This design comes from an exercise in tuning for small area and a short achievable clock period on the open sky130 flow, not from production work.
The RTL was checked by simulation tests, not by an equivalence proof against the original design.

## flow/design.v (module list and top-level ports; edited modules follow where they fit)
// module direct_FIR: 1742 lines
// module fa3: 6 lines
// module synthesis_direct_FIR: 8 lines
module synthesis_direct_FIR(out, inp, clk, rstn);
  // ...
==> flow/flow/run.sh <==
#!/bin/bash
# Own layout flow: the standard ORFS flow, with the port buffers built
# from regular buffers instead of delay buffers, and setup repair asked to
# leave a margin (SETUP_MARGIN ns) so that it also works on paths that
# already meet the design's clock period.
set -euo pipefail
cd "$(dirname "$0")/.."
export BUFFER_PORTS_ARGS="-buffer_cell sky130_fd_sc_hd__buf_4"
export SETUP_SLACK_MARGIN=${SETUP_MARGIN:-8.25}
bash standard.sh > standard_make.log 2>&1
==> flow/standard.sh <==
#!/bin/bash
# synth_recipe.tcl (not shown) runs the flow's synth.tcl, then flattens the netlist and writes it again
# the make line also repeats each setting of config.mk as NAME=value (left out here)
make -C /OpenROAD-flow-scripts/flow DESIGN_CONFIG=/design/flow/config.mk WORK_HOME=/design/flow/orfs CLKGATE_MAP_FILE= SYNTH_SCRIPT=/design/flow/synth_recipe.tcl "${@:-finish}"
==> flow/config.mk <==
export PLATFORM = sky130hd
export DESIGN_NAME = synthesis_direct_FIR
export DESIGN_NICKNAME = synthesis_direct_FIR
export VERILOG_FILES = /design/flow/design.v
export SDC_FILE = /design/flow/constraint.sdc
export NUM_CORES = 4
export LEC_CHECK = 0
export CAP_MARGIN = 20
export CORE_MARGIN = 2
export CORE_UTILIZATION = 65
export CTS_BUF_LIST = sky130_fd_sc_hd__clkbuf_16
export CTS_CLUSTER_DIAMETER = 80
export CTS_CLUSTER_SIZE = 25
export SLEW_MARGIN = 20
export SYNTH_HIERARCHICAL = 1
export SYNTH_MINIMUM_KEEP_SIZE = 0
==> flow/constraint.sdc <==
create_clock -name core_clock -period 11.5 [get_ports {clk}]
set_input_delay 2.3000 -clock core_clock [delete_from_list [all_inputs] [get_ports {clk}]]
set_output_delay 2.3000 -clock core_clock [all_outputs]
set_load 0.01 [all_outputs]
==> metrics.cfg, run 1 <==
[cells_and_area]
layout_commonest_cell=fa_1
largest_register_ffs=26
fin_area_mm2=0.0175
area_growth_pct=10.3
nFillCells=1581
nClkBuffers=13
final-clk-cell-share_pct=2.18

[die]
core.rowCount=57
core-area_mm2=0.0242

[status]
status=complete, no violations

[drt]
first_pass_iters=5
ant_nets=0
vias=8250
viasPerCell=5.70
wl_met2_mm=17.0

[cts]
h-tree-depth=1
clock_sinks=211
cts_buffers=13

[worst_setup_path]
crit_top_cell=fa_1
crit_arrival_ns=3.70
cp.depth=11
path_buf_inv=1
critPathRequiredTime_ns=11.87
crit_path_cell_trace=fa_1 -> fa_1 -> fa_2 -> ha_4 -> nand2_2 -> nor2_4 -> a31oi_2 -> buf_4 -> o31ai_4 -> a221oi_2 -> xnor2_1

[grt]
grt_util_met3_pct=12.5
antenna_found_initial=0
grt_max_degree=26
use_met1_pct=48.4

[synthesis]
synth_fa_ha_area_share_pct=63.0
synth-simple-area-share_pct=2.49
synth.area.mux_share_pct=0
synth_compound_area_share_pct=3.16

[sta]
worst_slew_margin_rel_pct=69.7
setup_viol=0
period_needed_ns=3.34

[placement]
post-place-ws_ns=7.94

==> run 2: changes to the inputs <==
--- a/flow/flow/run.sh
+++ b/flow/flow/run.sh
@@ -6,5 +6,5 @@
 set -euo pipefail
 cd "$(dirname "$0")/.."
 export BUFFER_PORTS_ARGS="-buffer_cell sky130_fd_sc_hd__buf_4"
-export SETUP_SLACK_MARGIN=${SETUP_MARGIN:-8.25}
+export SETUP_SLACK_MARGIN=${SETUP_MARGIN:-8.15}
 bash standard.sh > standard_make.log 2>&1
==> metrics.cfg, run 2 <==
[sta]
worst_slew_margin_rel_pct=62.4  ; -7.3 points
skew_ns=0.0171
setup_viol=0  ; unchanged
period_needed_ns=3.30  ; -0.0358 ns
post-route-period-util_pct=28.7
tightestPinTransition_ns=0.563
max_freq_mhz=303
finalMaxSlewViolations=0
finalHoldViolations=0
rsz0062_at_grt=true
timing.final.ws_setup_ns=8.20
setup_tns_ns=0

[cells_and_area]
layout.nets=1662
final_cell_mix=453 x fa_1, 141 x inv_1, 138 x dfxtp_1, 63 x ha_1, 62 x dfxtp_2
largest_register_ffs=26  ; unchanged
n_antenna_cell=0
drive_gt1_share_pct=16.4
layout_commonest_cell=fa_1
fin_area_mm2=0.0173  ; -1.1%
stdcell_count=1446
area_growth_pct=9.10
largest-register=DIR_FIR.out

[synthesis]
yosys.cell_types.count=46
yosysMostFrequentCell=fa_1
ys_async_sr_fraction_pct=0
avgSynthCellArea_um2=15.0
synth.cell_area_mm2=0.0159
synth_common_cells=455 x fa_1, 211 x dfxtp_1, 140 x inv_1
synth_cells=1057
synth.area.top_cells=fa_1 57%, dfxtp_1 27%, ha_1 5.7%
synthFlopType=dfxtp_1
synth_warnings=7
yosysSeqAreaShare_pct=26.6
ys_seq_elements=211
yosysTopAreaCellShare_pct=57.3
synth_nets=1603
synth_area_leader_cell=fa_1
synth-edff-count=0

[drt]
drtIter0Drc=628
viasPerCell=5.68  ; -0.40%
ant_nets=0  ; unchanged
first_pass_iters=7  ; +2
vias=8211  ; -0.47%
routed_wirelength_mm=38.5
route.detailed.drc=0
wl_per_cell_um=26.6

[die]
io_pins=44
dieArea_mm2=0.0257
die_height_um=160
core.rowCount=57  ; unchanged
core-area_mm2=0.0242  ; unchanged
die_x_um=160
initial_core_util_pct=65.8

[cts]
cts_max_path_buffers=3
cts_buffers=13  ; unchanged
cts_tree=done
clock_sinks=211  ; unchanged
clockRootBuffer=clkbuf_16
hold_buffers=0
h-tree-depth=1  ; unchanged
clock_latency_ns=0.49
path_clk_slew_ns=0.11

[worst_setup_path]
worst-path-max-fanout=6
end_kind=register
critPathKind=register to register
cp-start-kind=register
crit_arrival_ns=3.65  ; -0.05 ns
critPathRequiredTime_ns=11.85  ; -0.02 ns

[grt]
antenna_found_initial=0  ; unchanged
grt_pass1_vias=9532
grt_max_degree=26  ; unchanged
track_usage_pct=32.7
gr-total-overflow=0
grt_first_pass_wirelength_mm=59.9

[placement]
post-place-ws_ns=7.94  ; unchanged
io_buffers=43
hpwl_mm=33.1
placed_area_mm2=0.0166
place.gp.congestion=1.01
dpl.cell_count=1418

[job]
cap_violations=0

[status]
status=complete, no violations

[min_path]
min_path_type=register to register

-- run 2: cell types whose count changed in the layout (fill, tap and decap cells not counted), moves of 3 or more --
cell / delta
fa_2: -10
fa_1: +10
dfxtp_1: +24
buf_4: +13
dfxtp_2: -3
dfxtp_4: -21
buf_6: -13
-- run 2: cell type report --
| cell class | count | area [um2] |
|---|---|---|
| Multi-Input combinational cell | 700 | 11300 |
| Fill cell | 1614 | 6830 |
| Clock buffer | 13 | 325 |
| Sequential cell | 211 | 4340 |
| Timing Repair Buffer | 50 | 379 |
| Inverter | 140 | 526 |
| Tap cell | 324 | 405 |
| Clock inverter | 8 | 57.6 |
-- run 2: cells by family (layout without fill, tap and decap cells) --
group           after synthesis  after routing  share of synthesized area (%)
compound gates               71             71                           3.16
xor+xnor                     23             23                           1.27
fa+ha+maj                   528            528                           63.0
buf+inv                     146            211                           3.49
flops                       211            211                           26.6
simple gates                 78             78                           2.49
-- run 2: worst paths after layout --
check	from	endpoint	slack (ns)	depth (start not counted)
max	DIR_FIR.x4[3]$_DFF_P_	DIR_FIR.q9$_DFF_P_	8.20	5
max reg2reg	DIR_FIR.x4[3]$_DFF_P_	DIR_FIR.q9$_DFF_P_	8.20	5
min reg2reg	DIR_FIR.x0[1]$_SDFF_PN0_	DIR_FIR.x1[1]$_DFF_P_	0.43	0
min	DIR_FIR.x0[1]$_SDFF_PN0_	DIR_FIR.x1[1]$_DFF_P_	0.43	0
-- run 2: routing by layer --
metal	part of all wire (%)	GRT usage, %	vias to the layer above	wire length [um]
li1	-	-	3364	-
met1	43	48.2	4425	16500
met2	43	47.6	371	16600
met3	12	12.5	51	4530
met4	2.4	6.63	0	920
met5	0	0	-	0
-- run 2: what timing repair did --
item                                    4_1_cts  5_1_grt
cloned                                        0        0
buffers inserted                              1        6
pin swaps                                     0       23
gates resized for setup                      43       85
endpoints found under the setup margin       17       32
-- run 2: stage by stage --
stage	hold slack, ns	utilization, %
4_1_cts	0.444	70.6
2_1_floorplan	0.395	-
3_5_place_dp	0.431	68.7
3_3_place_gp	0.431	68.7
6_report	0.430	71.7
5_1_grt	0.450	71.7
-- run 2: critical path, stage by stage, from the launching register on --
cell and delay, ns:
dfxtp_1 0.60, fa_1 0.56, fa_1 0.57, fa_1 0.52, fa_1 0.40, fa_1 0.50
-- run 2: Yosys stat by module, one instance, submodules excluded, a selection --
| module | area, um2 | flip-flops and latches | times used | cells |
|---|---|---|---|---|
| fa3 | 20.0 | 0 | 454 | 1 |
| direct_FIR | 6810 | 211 | 1 | 603 |
==> run 3: changes to the inputs <==
--- a/flow/flow/run.sh
+++ b/flow/flow/run.sh
@@ -5,6 +5,6 @@
 # already meet the design's clock period.
 set -euo pipefail
 cd "$(dirname "$0")/.."
-export BUFFER_PORTS_ARGS="-buffer_cell sky130_fd_sc_hd__buf_4"
-export SETUP_SLACK_MARGIN=${SETUP_MARGIN:-8.15}
+export BUFFER_PORTS_ARGS="-buffer_cell sky130_fd_sc_hd__buf_2"
+export SETUP_SLACK_MARGIN=${SETUP_MARGIN:-8.25}
 bash standard.sh > standard_make.log 2>&1
==> metrics.cfg, run 3 <==
[sta]
worst_slew_margin_rel_pct=65.1  ; +2.7 points
skew_ns=0.0296  ; +0.0125 ns
finalMaxSlewViolations=0  ; unchanged
setup_viol=0  ; unchanged
rsz0062_at_grt=true
setup_tns_ns=0  ; unchanged
max_freq_mhz=308  ; +1.6%
period_needed_ns=3.25  ; -0.0516 ns
post-route-period-util_pct=28.3  ; -0.45 points
finalHoldViolations=0  ; unchanged
tightestPinTransition_ns=0.521  ; -0.0417 ns

[die]
io_pins=44  ; unchanged
die_height_um=160  ; unchanged
dieArea_mm2=0.0257  ; unchanged
core-area_mm2=0.0242  ; unchanged
core.rowCount=57  ; unchanged
die_x_um=160  ; unchanged
initial_core_util_pct=65.8  ; unchanged

[synthesis]
yosys.cell_types.count=46  ; unchanged
yosysTopAreaCellShare_pct=57.3  ; unchanged
avgSynthCellArea_um2=15.0  ; unchanged
synth_top_family_by_area=adder cells
ys_seq_elements=211  ; unchanged
synth.area.top_cells=fa_1 57%, dfxtp_1 27%, ha_1 5.7%
synth_cells=1057  ; unchanged
synth_nets=1603  ; unchanged
synth.cell_area_mm2=0.0159  ; unchanged
synth_common_cells=455 x fa_1, 211 x dfxtp_1, 140 x inv_1
synth-simple-area-share_pct=2.49  ; unchanged
synth_xor_area_share_pct=1.27  ; unchanged
ys_async_sr_fraction_pct=0  ; unchanged
synth_compound_area_share_pct=3.16  ; unchanged
yosysSeqAreaShare_pct=26.6  ; unchanged
synth.area.mux_share_pct=0  ; unchanged
yosysMostFrequentCell=fa_1
synth_area_leader_cell=fa_1
synthFlopType=dfxtp_1
synth-edff-count=0  ; unchanged
synth_fa_ha_area_share_pct=63.0  ; unchanged
synth_warnings=7  ; unchanged

[cts]
cts_tree=done
clock_sinks=211  ; unchanged
h-tree-depth=1  ; unchanged
cts_buffers=14  ; +1
path_clk_slew_ns=0.10  ; about the same
cts_max_path_buffers=3  ; unchanged
clockRootBuffer=clkbuf_16
clock_latency_ns=0.52  ; +0.03 ns

[drt]
route.detailed.drc=0  ; unchanged
ant_nets=0  ; unchanged
viasPerCell=5.69  ; +0.14%
first_pass_iters=5  ; -2
vias=8279  ; +0.83%
drtIter0Drc=579  ; -7.8%
wl_per_cell_um=26.8  ; +0.63%
routed_wirelength_mm=39.0  ; +1.3%

[worst_setup_path]
cp-start-kind=register
crit_path_cell_trace=buf_6
cpLargestDelayFamily=flip-flops
path_buf_inv=1  ; +1
slowest_stage=dfxtp_2
end_kind=primary output
crit_arrival_ns=0.95  ; -2.70 ns
critPathKind=register to primary output
critPathRequiredTime_ns=9.20  ; -2.65 ns
cp_slowest_stage_delay_ns=0.33  ; -0.27 ns
worst-path-max-fanout=1  ; -5

[placement]
place.gp.congestion=1.03  ; +2.6%
hpwl_mm=33.1  ; +0.15%
io_buffers=43  ; unchanged

[cells_and_area]
largest_register_ffs=26  ; unchanged
drive_gt1_share_pct=20.1  ; +3.7 points
final_cell_mix=439 x fa_1, 141 x inv_1, 125 x dfxtp_1, 62 x ha_1, 47 x dfxtp_2
regArea_mm2=0.00443  ; +2.0%
multi_input_area_mm2=0.0114  ; +0.55%
layout_commonest_cell=fa_1
largest-register=DIR_FIR.out
layout.nets=1670  ; +0.48%
final_util_pct=72.6  ; +0.88 points
nFillCells=1588  ; -1.6%
n_antenna_cell=0  ; unchanged
area_growth_pct=10.4

[grt]
grt_pass1_vias=9477  ; -0.58%
grt_max_degree=26  ; unchanged
grt_first_pass_wirelength_mm=59.3  ; -0.85%
antenna_found_initial=0  ; unchanged
gr-total-overflow=0  ; unchanged
track_usage_pct=32.7  ; about the same

[status]
status=complete, no violations

[job]
cap_violations=0  ; unchanged

[min_path]
min_path_type=register to register

-- run 3: cell counts after synthesis --
Identical to the previous run, type by type.
-- run 3: repair_timing --
action	in CTS	in global routing
hold endpoints to repair	0	0
gates resized for setup	108	80
pin swaps	9	18
setup buffers	1	13
cloned	0	0
hold buffers	0	0
setup endpoints to repair	59	46
-- run 3: cells by family (layout without fill, tap and decap cells) --
logic type | after synthesis | count (layout)
adders and majority gates | 528 | 528
buffers and inverters | 146 | 221
xor gates and xnor gates | 23 | 23
and+or+nand+nor | 78 | 78
AOI/OAI and AO/OA | 71 | 71
DFF | 211 | 211
-- run 3: final cells by class --
type	instances	share of cell area, %
clock buffer	15	2.14
clock inverter	9	0.634
inverter	140	2.99
multi-input combinational	700	64.8
sequential	211	25.2
tap	324	2.31
timing repair buffer	57	1.93
-- run 3: final timing paths --
kind,start,to,slack (ns),depth (start not counted)
setup / recovery,DIR_FIR.out[1]$_DFF_P_,out[1],8.25,1
hold / removal,DIR_FIR.x0[1]$_SDFF_PN0_,DIR_FIR.x1[1]$_DFF_P_,0.42,0
setup reg to reg,DIR_FIR.x5[7]$_DFF_P_,DIR_FIR.q41$_DFF_P_,8.25,6
hold reg to reg,DIR_FIR.x0[1]$_SDFF_PN0_,DIR_FIR.x1[1]$_DFF_P_,0.42,0
-- run 3: per-module statistics from Yosys, one instance, submodules excluded, a selection --
module,times used,flip-flops and latches,cell area (um2),cells inside
direct_FIR,1,211,6810,603
fa3,454,0,20.0,1
-- run 3: metrics by stage --
stage,hold slack (ns),area (um2),instances,setup WS [ns]
3_5_place_dp,0.426,16500,1418,7.91
5_1_grt,0.436,17600,1456,8.11
6_report,0.424,17600,1456,8.25
4_1_cts,0.431,17200,1443,8.19
2_1_floorplan,0.395,15900,1057,8.28
3_3_place_gp,0.435,16500,1418,7.96
-- run 3: layer usage --
layer  vias up  share of wire (%)  global-route usage, %
li1       3393                  -                      -
met1      4402                 41                   45.7
met2       418                 43                   47.6
met3        66                 14                   15.9
met4         0                2.3                   6.72
met5         -                  0                      0
==> run 4: changes to the inputs <==
--- a/flow/config.mk
+++ b/flow/config.mk
@@ -7,7 +7,7 @@
 export LEC_CHECK = 0
 export CAP_MARGIN = 20
 export CORE_MARGIN = 2
-export CORE_UTILIZATION = 65
+export CORE_UTILIZATION = 80
 export CTS_BUF_LIST = sky130_fd_sc_hd__clkbuf_16
 export CTS_CLUSTER_DIAMETER = 80
 export CTS_CLUSTER_SIZE = 25
==> metrics.cfg, run 4 <==
[status]
status=complete, no violations

[synthesis]
synth_common_cells=455 x fa_1, 211 x dfxtp_1, 140 x inv_1
yosysTopAreaCellShare_pct=57.3  ; unchanged
yosysMostFrequentCell=fa_1
synth_area_leader_cell=fa_1
synth_cells=1057  ; unchanged
avgSynthCellArea_um2=15.0  ; unchanged
synth.cell_area_mm2=0.0159  ; unchanged
synth_warnings=7  ; unchanged
ys_async_sr_fraction_pct=0  ; unchanged
synthFlopType=dfxtp_1
ys_seq_elements=211  ; unchanged
yosysSeqAreaShare_pct=26.6  ; unchanged
synth-edff-count=0  ; unchanged
synth_nets=1603  ; unchanged
synth.area.top_cells=fa_1 57%, dfxtp_1 27%, ha_1 5.7%
yosys.cell_types.count=46  ; unchanged

[drt]
route.detailed.drc=0  ; unchanged
routed_wirelength_mm=58.8  ; +51%
vias=10700  ; +30%
viasPerCell=7.56  ; +33%
first_pass_iters=11  ; +6
wl_per_cell_um=41.4  ; +54%
ant_nets=0  ; unchanged
drtIter0Drc=1516  ; +160%

[die]
core-area_mm2=0.0195  ; -20%
initial_core_util_pct=81.7  ; +16 points
io_pins=44  ; unchanged
die_x_um=145  ; -9.6%
dieArea_mm2=0.0210  ; -18%
core.rowCount=51  ; -11%
die_height_um=145  ; -9.6%

[job]
cap_violations=0  ; unchanged

[sta]
worst_slew_margin_rel_pct=59.3  ; -5.8 points
tightestPinTransition_ns=0.609  ; +0.0880 ns
setup_tns_ns=0  ; unchanged
max_freq_mhz=275  ; -11%
setup_viol=0  ; unchanged
finalMaxSlewViolations=0  ; unchanged
post-route-period-util_pct=31.7  ; +3.4 points
rsz0062_at_grt=true
skew_ns=0.0499  ; +0.0203 ns
finalHoldViolations=0  ; unchanged
period_needed_ns=3.64  ; +0.392 ns

[cells_and_area]
n_antenna_cell=0  ; unchanged
area_growth_pct=12.2
regArea_mm2=0.00447  ; +0.88%
final_cell_mix=428 x fa_1, 142 x inv_1, 112 x dfxtp_1, 60 x ha_1, 51 x dfxtp_2
fin_area_mm2=0.0178  ; +1.6%
largest-register=DIR_FIR.out
nFillCells=533  ; -66%
layout_commonest_cell=fa_1
multi_input_area_mm2=0.0115  ; +1.0%
layout.nets=1696  ; +1.6%
drive_gt1_share_pct=24.8  ; +4.7 points
largest_register_ffs=26  ; unchanged

[cts]
clock_latency_ns=0.53  ; about the same
clock_sinks=211  ; unchanged
cts_tree=done
path_clk_slew_ns=0.11  ; about the same
clockRootBuffer=clkbuf_16
cts_max_path_buffers=3  ; unchanged
cts_buffers=13  ; -1
hold_buffers=0  ; unchanged
h-tree-depth=1  ; unchanged

[grt]
gr-total-overflow=0  ; unchanged
grt_max_degree=26  ; unchanged
grt_first_pass_wirelength_mm=75.8  ; +28%
antenna_found_initial=1  ; +1
track_usage_pct=51.5  ; +19 points
grt_pass1_vias=11500  ; +22%

[worst_setup_path]
cp-start-kind=register
r2r_end=DIR_FIR.out[23]$_DFF_P_
critPathKind=register to register
reg2reg_setup_slack_ns=7.86  ; -0.39 ns
critPathRequiredTime_ns=11.89  ; +2.69 ns
worst-path-max-fanout=7  ; +6
end_kind=register
worstRegToRegCells=11  ; +5
crit_arrival_ns=4.03  ; +3.08 ns
reg2reg_from=DIR_FIR.q68$_DFF_P_

[placement]
hpwl_mm=34.6  ; +4.5%
placed_area_mm2=0.0164  ; -0.45%
io_buffers=43  ; unchanged
place.gp.congestion=1.07  ; +4.0%

[min_path]
hold_path.startpoint=DIR_FIR.x1[12]$_DFF_P_
min_path_type=register to register
hold_depth=0  ; unchanged
whs_endpoint=DIR_FIR.x2[12]$_DFF_P_

-- run 4: cell count changes in the layout (fill, tap and decap cells not counted), moves of 4 or more --
cell     delta
fa_2       +11
buf_2       -6
buf_4      +24
o21ai_0     -4
buf_6       +9
dfxtp_2     +4
dfxtp_4     +9
fa_1       -11
dfxtp_1    -13
-- run 4: final cells by class --
| cell class | instances | share of cell area [%] |
|---|---|---|
| multi-input cells | 700 | 64.4 |
| flip-flops and latches | 211 | 25.0 |
| repair buffers | 84 | 3.31 |
| inverters | 140 | 2.95 |
| well taps | 265 | 1.86 |
| clock buffers | 13 | 1.82 |
| clock inverters | 8 | 0.617 |
-- run 4: logic make-up after synthesis --
| family | Yosys count | share of synthesized area [%] |
|---|---|---|
| XOR/XNOR | 23 | 1.27 |
| adder cells (fa/ha/maj) | 528 | 63.0 |
| buffers and inverters | 146 | 3.49 |
| AO/OA/AOI/OAI | 71 | 3.16 |
| AND/OR/NAND/NOR | 78 | 2.49 |
| flip-flops | 211 | 26.6 |
-- run 4: worst max path at each step --
stage	cells past startpoint	slack, ns	startpoint	end
floorplan	6	8.28	DIR_FIR.x1[6]$_DFF_P_	DIR_FIR.q59$_DFF_P_
global placement	6	7.99	DIR_FIR.x1[10]$_DFF_P_	DIR_FIR.q59$_DFF_P_
detailed placement	6	7.89	DIR_FIR.x3[12]$_DFF_P_	DIR_FIR.q59$_DFF_P_
CTS	11	8.17	DIR_FIR.q34$_DFF_P_	DIR_FIR.out[23]$_DFF_P_
global route	11	7.61	DIR_FIR.q18$_DFF_P_	DIR_FIR.out[16]$_DFF_P_
finish	11	7.86	DIR_FIR.q68$_DFF_P_	DIR_FIR.out[23]$_DFF_P_
-- run 4: Yosys stat by module, one instance, submodules excluded, a selection --
module	area (um2)	flops+latches
direct_FIR	6810	211
fa3	20.0	0
-- run 4: worst max-delay path, stage by stage, from the launching register on --
cell      delay (ns)
dfxtp_2         0.36
inv_1           0.05
ha_1            0.25
fa_1            0.47
fa_1            0.43
ha_1            0.57
nand2_1         0.24
nor2_1          0.19
nand3_1         0.25
o211ai_1        0.39
o211ai_1        0.17
xnor2_1         0.16
-- run 4: layer usage --
| layer | routed length, um | share of wire (%) | up-vias | track usage, % |
|---|---|---|---|---|
| met4 | 6900 | 12 | 6 | 28.0 |
| met3 | 9300 | 16 | 591 | 20.6 |
| met2 | 25300 | 43 | 1428 | 80.1 |
| met5 | 174 | 0.30 | - | 0 |
| met1 | 17100 | 29 | 5280 | 62.9 |
| li1 | - | - | 3439 | - |
-- run 4: per-stage QoR --
stage | hold slack, ns | std cells | setup slack (ns) | utilization (%)
finish | 0.424 | 1421 | 7.86 | 91.7
global placement | 0.425 | 1359 | 7.99 | 84.4
floorplan | 0.395 | 1057 | 8.28 | -
global route | 0.430 | 1421 | 7.61 | 91.7
CTS | 0.422 | 1387 | 8.17 | 88.3
detailed placement | 0.435 | 1359 | 7.89 | 84.4
-- run 4: what timing repair did --
action,4_1_cts,5_1_grt
buffers inserted,7,34
resized for setup,124,130
setup endpoints to repair,73,51
pin swaps,8,35

static timing again, ports no longer ideal:
No port has a modelled driver above. Below, the same layouts with a new extraction and two added sets of constraints. Step 1 sets driving cells, clkbuf_16 on the clock port and buf_2 on the other inputs (assumed; they add their load-dependent delay and slew). Step 2 adds t to the input delays and takes it off the output delays; t is the mean of the earliest and latest rising clock arrival at the registers after step 1. Input paths then give back, and output paths get back, about the clock's delay inside the block. a / b / c = no drivers / after step 1 / after step 2; a / b = the first two.
run	t (ns)	slack for setup (ns)	hold WS [ns]
run 1	0.532	8.162 / 8.162 / 8.162	0.430 / 0.430 / 0.430
run 2	0.536	8.198 / 8.198 / 8.198	0.430 / 0.430 / 0.430
run 3	0.550	8.250 / 8.199 / 8.250	0.424 / 0.424 / 0.424
run 4	0.550	7.857 / 7.857 / 7.857	0.424 / 0.424 / 0.424
After both steps every run listed still meets setup and hold.
